Background: an optimization exercise with open tools, aiming at small area. Do not read the settings as production practice.
No functional check of the RTL was part of any run shown here.
Power and IR drop assume default switching activity.

<file path="config.mk">
export PLATFORM = sky130hd
export DESIGN_NAME = apb_wrapper
export DESIGN_NICKNAME = apb_wrapper
export VERILOG_FILES = /design/flow/design.v
export SDC_FILE = /design/flow/constraint.sdc
export NUM_CORES = 4
export LEC_CHECK = 0
export CAP_MARGIN = 20
export CORE_MARGIN = 2
export CORE_UTILIZATION = 40
export SLEW_MARGIN = 20
</file>
<file path="constraint.sdc">
create_clock -name core_clock -period 5.0 [get_ports {pclk}]
set_input_delay 1.0000 -clock core_clock [delete_from_list [all_inputs] [get_ports {pclk}]]
set_output_delay 1.0000 -clock core_clock [all_outputs]
set_load 0.01 [all_outputs]
</file>
<file path="design.v">
`timescale 1ns / 1ps
module apb_master#(parameter addr_width =5 , data_width = 16) (
    input bit pclk,
    input bit preset_n,
    input logic pready,
    input logic transfer,
    input logic [data_width - 1 : 0] prdata,
    input logic [addr_width - 1 : 0] apb_paddr,
    input logic [data_width - 1 : 0] apb_pwdata,
    input logic apb_control,
    output logic [addr_width - 1 : 0] paddr,
    output logic pselx,
    output bit penable,
    output logic pwrite,
    output logic [data_width - 1 : 0] pwdata,
    output logic [data_width / 8 - 1 : 0] pstrb,
    output logic [data_width - 1 : 0] apb_prdata
);
logic sel_q, en_q;
logic [data_width - 1 : 0] temp_apb_prdata;
always_ff @(posedge pclk, negedge preset_n) begin
    if (!preset_n) begin
        sel_q <= 1'b0;
        en_q  <= 1'b0;
    end else if (en_q) begin
        sel_q <= !pready;
        en_q  <= !pready;
    end else if (sel_q) begin
        sel_q <= transfer;
        en_q  <= transfer;
    end else begin
        sel_q <= transfer;
        en_q  <= 1'b0;
    end
end
assign pselx   = sel_q;
assign penable = en_q;
assign paddr   = sel_q ? apb_paddr : '0;
assign pwdata  = (sel_q && apb_control) ? apb_pwdata : '0;
assign pwrite  = apb_control;
assign pstrb   = (pwrite && pselx && penable) ? '1 : '0;
always_ff @(posedge pclk, negedge preset_n) begin
    if (!preset_n)
        temp_apb_prdata <= '0;
    else if (pready && !apb_control)
        temp_apb_prdata <= prdata;
end
assign apb_prdata = temp_apb_prdata;
endmodule
`timescale 1ns / 1ps
module apb_slave#(
    parameter addr_width = 5,
    parameter data_width = 16
)(
    input  logic pclk,
    input  logic preset_n,
    input  logic pselx,
    input  logic penable,
    input  logic pwrite,
    input  logic [addr_width - 1 : 0] paddr,
    input  logic [data_width - 1 : 0] pwdata,
    output logic [data_width - 1 : 0] apb_spwdata,
    output logic [data_width - 1 : 0] prdata,
    output logic pready
);
    localparam int N = 2**addr_width;
    localparam logic [1:0] IDLE = 2'b00, SETUP = 2'b01, ACCESS = 2'b10;
    logic [1:0] present_state, next_state;
    always_ff @(posedge pclk or negedge preset_n) begin
        if (!preset_n)
            present_state <= IDLE;
        else
            present_state <= next_state;
    end
    always_comb begin
        case (present_state)
            IDLE:    next_state = (pselx && !penable) ? SETUP : IDLE;
            SETUP:   next_state = (pselx && penable) ? ACCESS : IDLE;
            ACCESS:  next_state = !pselx ? IDLE : SETUP;
            default: next_state = IDLE;
        endcase
    end
    always_ff @(posedge pclk or negedge preset_n) begin
        if (!preset_n)
            pready <= 1'b0;
        else
            pready <= (present_state == ACCESS);
    end
    logic [data_width-1:0] ring [0:N-1];
    logic [addr_width-1:0] cnt;
    logic                  pend;
    logic [addr_width-1:0] pend_addr;
    wire                   wr   = pready && pwrite;
    wire [addr_width-1:0]  base = pend ? pend_addr : paddr;
    wire [addr_width-1:0]  pos  = base + cnt;
    wire                   load = pend || (wr && !pos[0]);
    wire [data_width-1:0]  wbus = pend ? apb_spwdata : pwdata;
    always_ff @(posedge pclk) begin
        cnt       <= cnt + 1'b1;
        pend      <= wr && pos[0];
        pend_addr <= paddr;
    end
    always_ff @(posedge pclk) begin
        for (int p = 0; p < N; p++) begin
            if ((p % 2 == 1) && load && (pos[addr_width-1:1] == p[addr_width-1:1]))
                ring[p] <= wbus;
            else
                ring[p] <= ring[(p + N - 1) % N];
        end
    end
    always_ff @(posedge pclk) begin
        if (wr)
            apb_spwdata <= pwdata;
    end
    always_ff @(posedge pclk) begin
        if (pready && !pwrite)
            prdata <= ring[pos];
    end
endmodule
`timescale 1ns / 1ps
module apb_wrapper#(parameter addr_width = 5, data_width = 16)(
    input bit pclk,                   
    input bit preset_n,               
    input logic transfer,  
    input logic [addr_width - 1 : 0] apb_paddr,  
    input logic [data_width - 1 : 0] apb_pwdata,  
    input logic apb_control ,         
    output logic [data_width - 1 : 0] apb_spwdata,   
    output logic [data_width - 1 : 0] apb_prdata  
    );
    logic [addr_width-1:0] paddr;
    logic pselx;
    bit penable;
    logic pwrite;
    logic [data_width-1:0] pwdata;
    logic [data_width/8-1:0] pstrb; 
    logic                    pready;
    logic [data_width -1:0]  prdata;
    apb_master #(.addr_width(addr_width), .data_width(data_width)) DUT (
        .pclk(pclk),
        .preset_n(preset_n),
        .pready(pready),
        .transfer(transfer),
        .prdata(prdata),
        .apb_paddr(apb_paddr),
        .apb_pwdata(apb_pwdata),
        .apb_control(apb_control),
        .paddr(paddr),
        .pselx(pselx),
        .penable(penable),
        .pwrite(pwrite),
        .pwdata(pwdata),
        .pstrb(pstrb),
        .apb_prdata(apb_prdata)
    );
     apb_slave #(
        .addr_width(addr_width),
        .data_width(data_width)
    ) dut (
        .pclk       (pclk),
        .preset_n   (preset_n),
        .pselx      (pselx),
        .penable    (penable),
        .pwrite     (pwrite),
        .paddr      (paddr),
        .pwdata     (pwdata),
        .apb_spwdata(apb_spwdata),
        .prdata     (prdata),
        .pready     (pready)
    );
endmodule
</file>
<file path="run.sh">
#!/bin/bash
# synth_recipe.tcl (not shown) runs the flow's synth.tcl, then flattens the netlist and writes it again
# the make line also repeats each setting of config.mk as NAME=value (left out here)
make -C /OpenROAD-flow-scripts/flow DESIGN_CONFIG=/design/flow/config.mk WORK_HOME=/design/flow/orfs CLKGATE_MAP_FILE= SYNTH_SCRIPT=/design/flow/synth_recipe.tcl finish
</file>
==> flow_summary.json, run 1 <==
{
  "synth.avg_cell_area_um2": 10.4,
  "rsz0062_at_grt": "false",
  "whs_ns": 0.344,
  "grt_pass1_vias": 15539,
  "drtAntennaViolNets": 0,
  "synth_top_area_share_pct": 53.6,
  "fillCellCount": 4371,
  "clkSinkCount": 576,
  "h-tree-depth": 2,
  "cts_resized": 0,
  "std_cell_rows": 81,
  "crit_type": "register to register",
  "hold_path_class": "register to register",
  "max_freq_ghz": 0.236,
  "cts_tree": "built",
  "tightest_slew_ns": 1.14,
  "avgRoutedWirePerCell_um": 23.7,
  "path_clk_slew_ns": 0.06,
  "synthesis.nets": 1920,
  "drcViolationCount": 0,
  "cts_buffers": 56,
  "area.growth.synth_to_final_pct": 20.1,
  "detailed_place_hpwl_um": 40300,
  "grt_use_total_pct": 24.8,
  "synth-seq-cells": 576,
  "first_iter_violations": 1933,
  "crit_chain": "mux2_2, ha_1, inv_1, fa_1, buf_12, nand2b_1, nor2_4, buf_4, a222oi_1, a21oi_1, a2111oi_2, a41oi_1, mux2_2",
  "crit_top_cell": "mux2_2",
  "synth_common_cells": "dfxtp_1, nand2_1, a21oi_1",
  "finalNonFillerCells": 2637,
  "fin_util_pct": 48.4,
  "yosysSeqAreaShare_pct": 61.2,
  "yosys_warnings": 3,
  "fin_crit_ns": 4.23,
  "via_count": 15271,
  "initial_utilization_pct": 40.3,
  "start_kind": "register",
  "clkLatencyLatePin_ns": 0.61,
  "relSlewSlack_pct": 22.8,
  "fin_skew_ns": 0.0167,
  "ys.flop_type": "dfxtp_1",
  "antenna_found_initial": 0,
  "clock_path_buffers": 3,
  "yosysTopAreaCell": "dfxtp_1",
  "critPathMaxFanout": 25,
  "multi_input_area_mm2": 0.00690,
  "ys_top_cells_by_area": "dfxtp_1, edfxtp_1, a21oi_1",
  "critPathRequiredTime_ns": 5.36,
  "dieHeight_um": 225,
  "grt_remaining_overflow": 0,
  "status": "no timing/DRC/antenna violations",
  "die-area_mm2": 0.0507,
  "portBuffers": 56,
  "power_w": 0.00981,
  "seqCellArea_mm2": 0.0120,
  "arrival_ns": 4.59,
  "synth_area_mm2": 0.0196,
  "grt_max_degree": 51,
  "slew_violations": 0,
  "peakVddDrop_uv": 233,
  "power.leakage_nw": 8.79,
  "first_pass_iters": 6,
  "grt_pass1_wl_um": 94900,
  "ys_types": 73,
  "async_reset_ff_share_pct": 3.65,
  "synth-edff-count": 32,
  "finalCritPeriodShare_pct": 84.6,
  "critical-path-slowest-cell": "dfxtp_1",
  "gp_congestion": 0.886,
  "num_io_pins": 57,
  "hold_violations": 0,
  "yosysMostFrequentCell": "dfxtp_1",
  "diodes": 0,
  "fin_nets": 1999,
  "chipWidth_um": 225,
  "cts_hold_buf": 0,
  "placed_cells": 2531,
  "tns_ns": 0,
  "cpPeakStageDelay_ns": 0.82,
  "maxCapViolCount": 0,
  "vias_per_cell": 5.79,
  "core_area_mm2": 0.0485,
  "power_density_mw_per_mm2": 418,
  "setup_violations": 0,
  "post_cts_buffers": 0,
  "drive_above_1_share_pct": 14.0,
  "cts_root_buf": "clkbuf_16",
  "drt-total-wl_um": 62400,
  "setup.worst_path.end_class": "register",
  "synthCells": 1888
}
==> layout make-up <==
cell class,instances,area share (%)
Clock buffer,77,7.00
Sequential cell,576,50.9
Tap cell,622,3.31
Clock inverter,29,1.88
Inverter,9,0.144
Timing Repair Buffer,181,7.34
Multi-Input combinational cell,1143,29.4
==> flip-flops by register name, summed over array words and instances, names as in the netlist <==
| register | cells |
|---|---|
| dut.pend | 1 |
| DUT.en_q | 1 |
| DUT.temp_apb_prdata | 16 |
| DUT.sel_q | 1 |
| dut.pready | 1 |
| dut.prdata | 16 |
| dut.present_state | 2 |
| dut.apb_spwdata | 16 |
| dut.pend_addr | 5 |
| dut.cnt | 5 |
| dut.ring | 512 |
==> per-stage QoR <==
step / setup slack [ns] / cell area, um^2
2_1_floorplan: 0.964 / 19600
3_3_place_gp: 0.152 / 21400
3_5_place_dp: 0.145 / 21400
4_1_cts: 0.788 / 23500
5_1_grt: 0.510 / 23500
6_report: 0.771 / 23500
==> critical path, delay by kind of cell (launching register included) <==
kind / cells / cell delay (ns)
AO/OA/AOI/OAI: 4 / 0.86
flip-flops: 1 / 0.82
multiplexers: 2 / 0.75
adder cells (fa/ha/maj): 2 / 0.66
buffers and inverters: 3 / 0.50
AND/OR/NAND/NOR: 2 / 0.37
==> report_power, final <==
group          switching, W  total [W]  internal, W
Sequential      0.000000439    0.00464      0.00464
Clock               0.00183    0.00470      0.00287
Combinational      0.000312   0.000469     0.000158
Total               0.00214    0.00981      0.00767
==> cells by family after synthesis <==
kind of cell | synth area share (%)
AO/OA/AOI/OAI | 19.1
flip-flops | 61.2
AND/OR/NAND/NOR | 11.0
buffers and inverters | 4.05
multiplexers | 3.75
XOR/XNOR | 0.506
adder cells (fa/ha/maj) | 0.486
==> per-layer routing <==
layer  wire, um  track usage, %  part of all wire (%)
met5          0               0                     0
met2      29300            40.9                    47
met1      26100            32.6                    42
met3       4930            4.41                   7.9
met4       2030            9.10                   3.3
==> cell usage in the layout, fill, tap and decap left out, drive strengths merged, types with 13 or more instances in the layout <==
master | synthesis | final
a21oi | 176 | 176
a221o | 15 | 15
a221oi | 25 | 25
a222oi | 40 | 40
a22o | 13 | 13
a22oi | 66 | 66
a31oi | 19 | 19
and3 | 40 | 40
buf | 86 | 125
clkbuf | 74 | 77
clkdlybuf4s50 | 0 | 56
dfrtp | 21 | 21
dfxtp | 523 | 523
edfxtp | 32 | 32
mux2 | 26 | 26
mux2i | 35 | 35
nand2 | 202 | 202
nand3 | 33 | 33
nor2 | 159 | 159
nor3 | 15 | 15
o21ai | 151 | 151
==> path summary, 6_finish.rpt <==
path                                                           end                     start  slack, ns  cells after the start
max in group asynchronous                       DUT.en_q$_DFF_PN0_                  preset_n       3.92                      2
min in group asynchronous       DUT.temp_apb_prdata[5]$_DFFE_PN0P_                  preset_n       0.77                      2
worst min register to register            dut.ring[28][10]$_DFF_P_  dut.ring[27][10]$_DFF_P_       0.34                      0
worst max register to register             dut.prdata[9]$_DFFE_PP_          dut.pend$_DFF_P_       0.77                     13
worst min-delay path                      dut.ring[28][10]$_DFF_P_  dut.ring[27][10]$_DFF_P_       0.34                      0
worst max-delay path                       dut.prdata[9]$_DFFE_PP_          dut.pend$_DFF_P_       0.77                     13
==> run 2, diff against run 1 <==
--- a/config.mk
+++ b/config.mk
@@ -9,3 +9,4 @@
 export CORE_MARGIN = 2
 export CORE_UTILIZATION = 40
+export CTS_BUF_LIST = sky130_fd_sc_hd__clkbuf_4
 export SLEW_MARGIN = 20
==> flow_summary.json, run 2 <==
{
  "status": "no timing/DRC/antenna violations",
  "critPathMaxFanout": 13,
  "yosysTopAreaCell": "dfxtp_1",
  "clock_path_buffers": 3,
  "h-tree-depth": 4,
  "clkLatencyLatePin_ns": 0.98,
  "maxCapViolCount": 0,
  "initial_utilization_pct": 40.3,
  "cts_root_buf": "clkbuf_4",
  "hold_depth": 0,
  "min_to": "dut.ring[10][8]$_DFF_P_",
  "final_common_cell": "dfxtp_1",
  "hold_path_class": "register to register",
  "fin_crit_ns": 4.23,
  "core_area_mm2": 0.0485,
  "yosys_warnings": 3,
  "grt_pass1_vias": 16369,
  "multi_input_area_mm2": 0.00690,
  "drcViolationCount": 0,
  "synth-edff-count": 32,
  "grt_use_total_pct": 25.4,
  "cpPeakStageDelay_ns": 0.83,
  "setup.worst_path.end_class": "register",
  "via_count": 15882,
  "seq_power_share_pct": 49.8,
  "clkPwrFrac_pct": 45.1,
  "synth-seq-cells": 576,
  "fin_nets": 2091,
  "drtAntennaViolNets": 0,
  "dieHeight_um": 225,
  "crit_type": "register to register",
  "cts_hold_buf": 0,
  "start_kind": "register",
  "avgRoutedWirePerCell_um": 22.6,
  "final_cell_mix": "dfxtp_1, clkbuf_4, nand2_1",
  "cts_buffers": 148,
  "worstReg2RegEnd": "dut.prdata[15]$_DFFE_PP_",
  "power.leakage_nw": 8.94,
  "cts_tree": "built",
  "synthesis.nets": 1920,
  "drt-total-wl_um": 63200,
  "yosysSeqAreaShare_pct": 61.2,
  "reg2reg_from": "dut.pend$_DFF_P_",
  "synth_common_cells": "dfxtp_1, nand2_1, a21oi_1",
  "power_density_mw_per_mm2": 398,
  "chipWidth_um": 225,
  "tightest_slew_ns": 1.16,
  "finalCritPeriodShare_pct": 84.6,
  "drive_above_1_share_pct": 19.8,
  "r2r_cells": 10,
  "critPathRequiredTime_ns": 5.77,
  "switching_share_pct": 23.9,
  "path_clk_slew_ns": 0.07,
  "crit_chain": "mux2_2, ha_1, inv_1, nor3_2, buf_4, buf_4, a21oi_1, mux4_2, o221a_1, a31oi_1",
  "setup_violations": 0,
  "critical-path-slowest-cell": "dfxtp_1",
  "rsz0062_at_grt": "false",
  "clkSinkCount": 576,
  "power.switching_w": 0.00223,
  "synthCells": 1888,
  "hold_violations": 0,
  "antenna_found_initial": 1,
  "grt_pass1_wl_um": 96500,
  "min_from": "dut.ring[9][8]$_DFF_P_",
  "cts_resized": 0,
  "vias_per_cell": 5.68,
  "crit_top_cell": "buf_4",
  "ys_types": 73,
  "tns_ns": 0,
  "whs_ns": 0.323,
  "async_reset_ff_share_pct": 3.65,
  "largest_register_ffs": 512,
  "fin_skew_ns": 0.0676,
  "grt_max_degree": 51,
  "grt_remaining_overflow": 0,
  "relSlewSlack_pct": 21.2,
  "area.growth.synth_to_final_pct": 19.6,
  "synth_top_area_share_pct": 53.6,
  "power_frac_comb_pct": 5.1,
  "first_iter_violations": 1855,
  "yosysMostFrequentCell": "dfxtp_1",
  "std_cell_rows": 81,
  "arrival_ns": 5.00,
  "slew_violations": 0,
  "post_cts_buffers": 0,
  "synth.avg_cell_area_um2": 10.4,
  "first_pass_iters": 12,
  "num_io_pins": 57,
  "reg2reg_setup_slack_ns": 0.77,
  "power.internal_w": 0.00708,
  "seqCellArea_mm2": 0.0120,
  "die-area_mm2": 0.0507,
  "peakVddDrop_uv": 201,
  "detailed_place_hpwl_um": 40300,
  "gp_congestion": 0.886,
  "portBuffers": 56,
  "fin_util_pct": 48.1,
  "ys_top_cells_by_area": "dfxtp_1, edfxtp_1, a21oi_1",
  "max_freq_ghz": 0.236,
  "largest_register": "dut.ring",
  "ys.flop_type": "dfxtp_1",
  "synth_area_mm2": 0.0196,
  "fillCellCount": 4490
}
==> run 2: cell type report <==
type | count | area share, %
Inverter | 9 | 0.145
Clock inverter | 32 | 1.07
Timing Repair Buffer | 181 | 7.38
Tap cell | 622 | 3.33
Sequential cell | 576 | 51.2
Multi-Input combinational cell | 1143 | 29.5
Antenna cell | 3 | 0.0321
Clock buffer | 229 | 7.36
==> run 2: worst max path at each step <==
stage	start	to	slack [ns]	depth (start not counted)
2_1_floorplan	apb_paddr[0]	dut.prdata[10]$_DFFE_PP_	0.96	12
3_3_place_gp	apb_paddr[0]	dut.prdata[9]$_DFFE_PP_	0.15	14
3_5_place_dp	apb_paddr[0]	dut.prdata[9]$_DFFE_PP_	0.14	14
4_1_cts	dut.pend$_DFF_P_	dut.prdata[9]$_DFFE_PP_	0.83	12
5_1_grt	dut.pend$_DFF_P_	dut.prdata[15]$_DFFE_PP_	0.49	13
6_report	dut.pend$_DFF_P_	dut.prdata[15]$_DFFE_PP_	0.77	10
==> run 2: cells by family after synthesis <==
kind of cell	count (synthesis)	synth area share, %
compound gates	576	19.1
buf+inv	169	4.05
flops	576	61.2
simple gates	488	11.0
xor+xnor	7	0.506
fa+ha+maj	7	0.486
mux	65	3.75
==> run 2: critical path: cells and delay by family (launching register included) <==
family	cells	cell delay [ns]
flip-flops	1	0.83
adder cells (fa/ha/maj)	1	0.70
AO/OA/AOI/OAI	3	0.43
AND/OR/NAND/NOR	1	0.37
buffers and inverters	3	0.83
multiplexers	2	0.87
==> run 2: layer usage <==
| metal | GRT usage (%) | up-vias | wire (um) |
|---|---|---|---|
| met2 | 41.2 | 733 | 29600 |
| met1 | 32.3 | 7751 | 26600 |
| met5 | 0 | - | 0 |
| li1 | - | 7253 | - |
| met4 | 11.3 | 0 | 2190 |
| met3 | 5.87 | 145 | 4720 |
==> run 2: power groups by stage <==
stage	registers (W)	logic, W	clock network (W)
2_1_floorplan	0.00474	0.000233	0
3_3_place_gp	0.00474	0.000459	0
3_5_place_dp	0.00474	0.000459	0
4_1_cts	0.00464	0.000461	0.00428
5_1_grt	0.00463	0.000488	0.00455
6_report	0.00464	0.000470	0.00420
==> run 2: through the flow <==
| step | setup WS, ns | total power, W | instance area [um^2] | cells |
|---|---|---|---|---|
| 2_1_floorplan | 0.964 | 0.00497 | 19600 | 1888 |
| 3_3_place_gp | 0.152 | 0.00520 | 21400 | 2531 |
| 3_5_place_dp | 0.145 | 0.00520 | 21400 | 2531 |
| 4_1_cts | 0.826 | 0.00938 | 23300 | 2792 |
| 5_1_grt | 0.495 | 0.00967 | 23400 | 2793 |
| 6_report | 0.771 | 0.00931 | 23400 | 2795 |

## separate check: timing with driven ports
No port has a modelled driver above. Below, the same layouts with a new extraction and two added sets of constraints. Step 1 (the two cells are an assumption about what drives the block):
set clk [get_ports {pclk}]
set_driving_cell -lib_cell sky130_fd_sc_hd__clkbuf_16 $clk
set_driving_cell -lib_cell sky130_fd_sc_hd__buf_2 [delete_from_list [all_inputs] $clk]
Step 2 adds t to the input delays and takes it off the output delays; t is the mean of the earliest and latest rising clock arrival at the registers after step 1. Input paths then give back, and output paths get back, about the clock's delay inside the block. Three values: ideal ports, drivers, drivers and shift; two values: the first two.
run | shift t [ns] | setup slack, ns | worst slew at a driven data input, ns
run 1 | 0.663 | 0.771 / 0.771 / 0.155 | 0.04
run 2 | 0.999 | 0.771 / 0.771 / 0.154 | 0.04
After both steps every run listed still meets setup and hold. For run 2, which loses most, drivers alone change the setup slack by 0.000 ns; drivers and shift together by -0.617 ns.
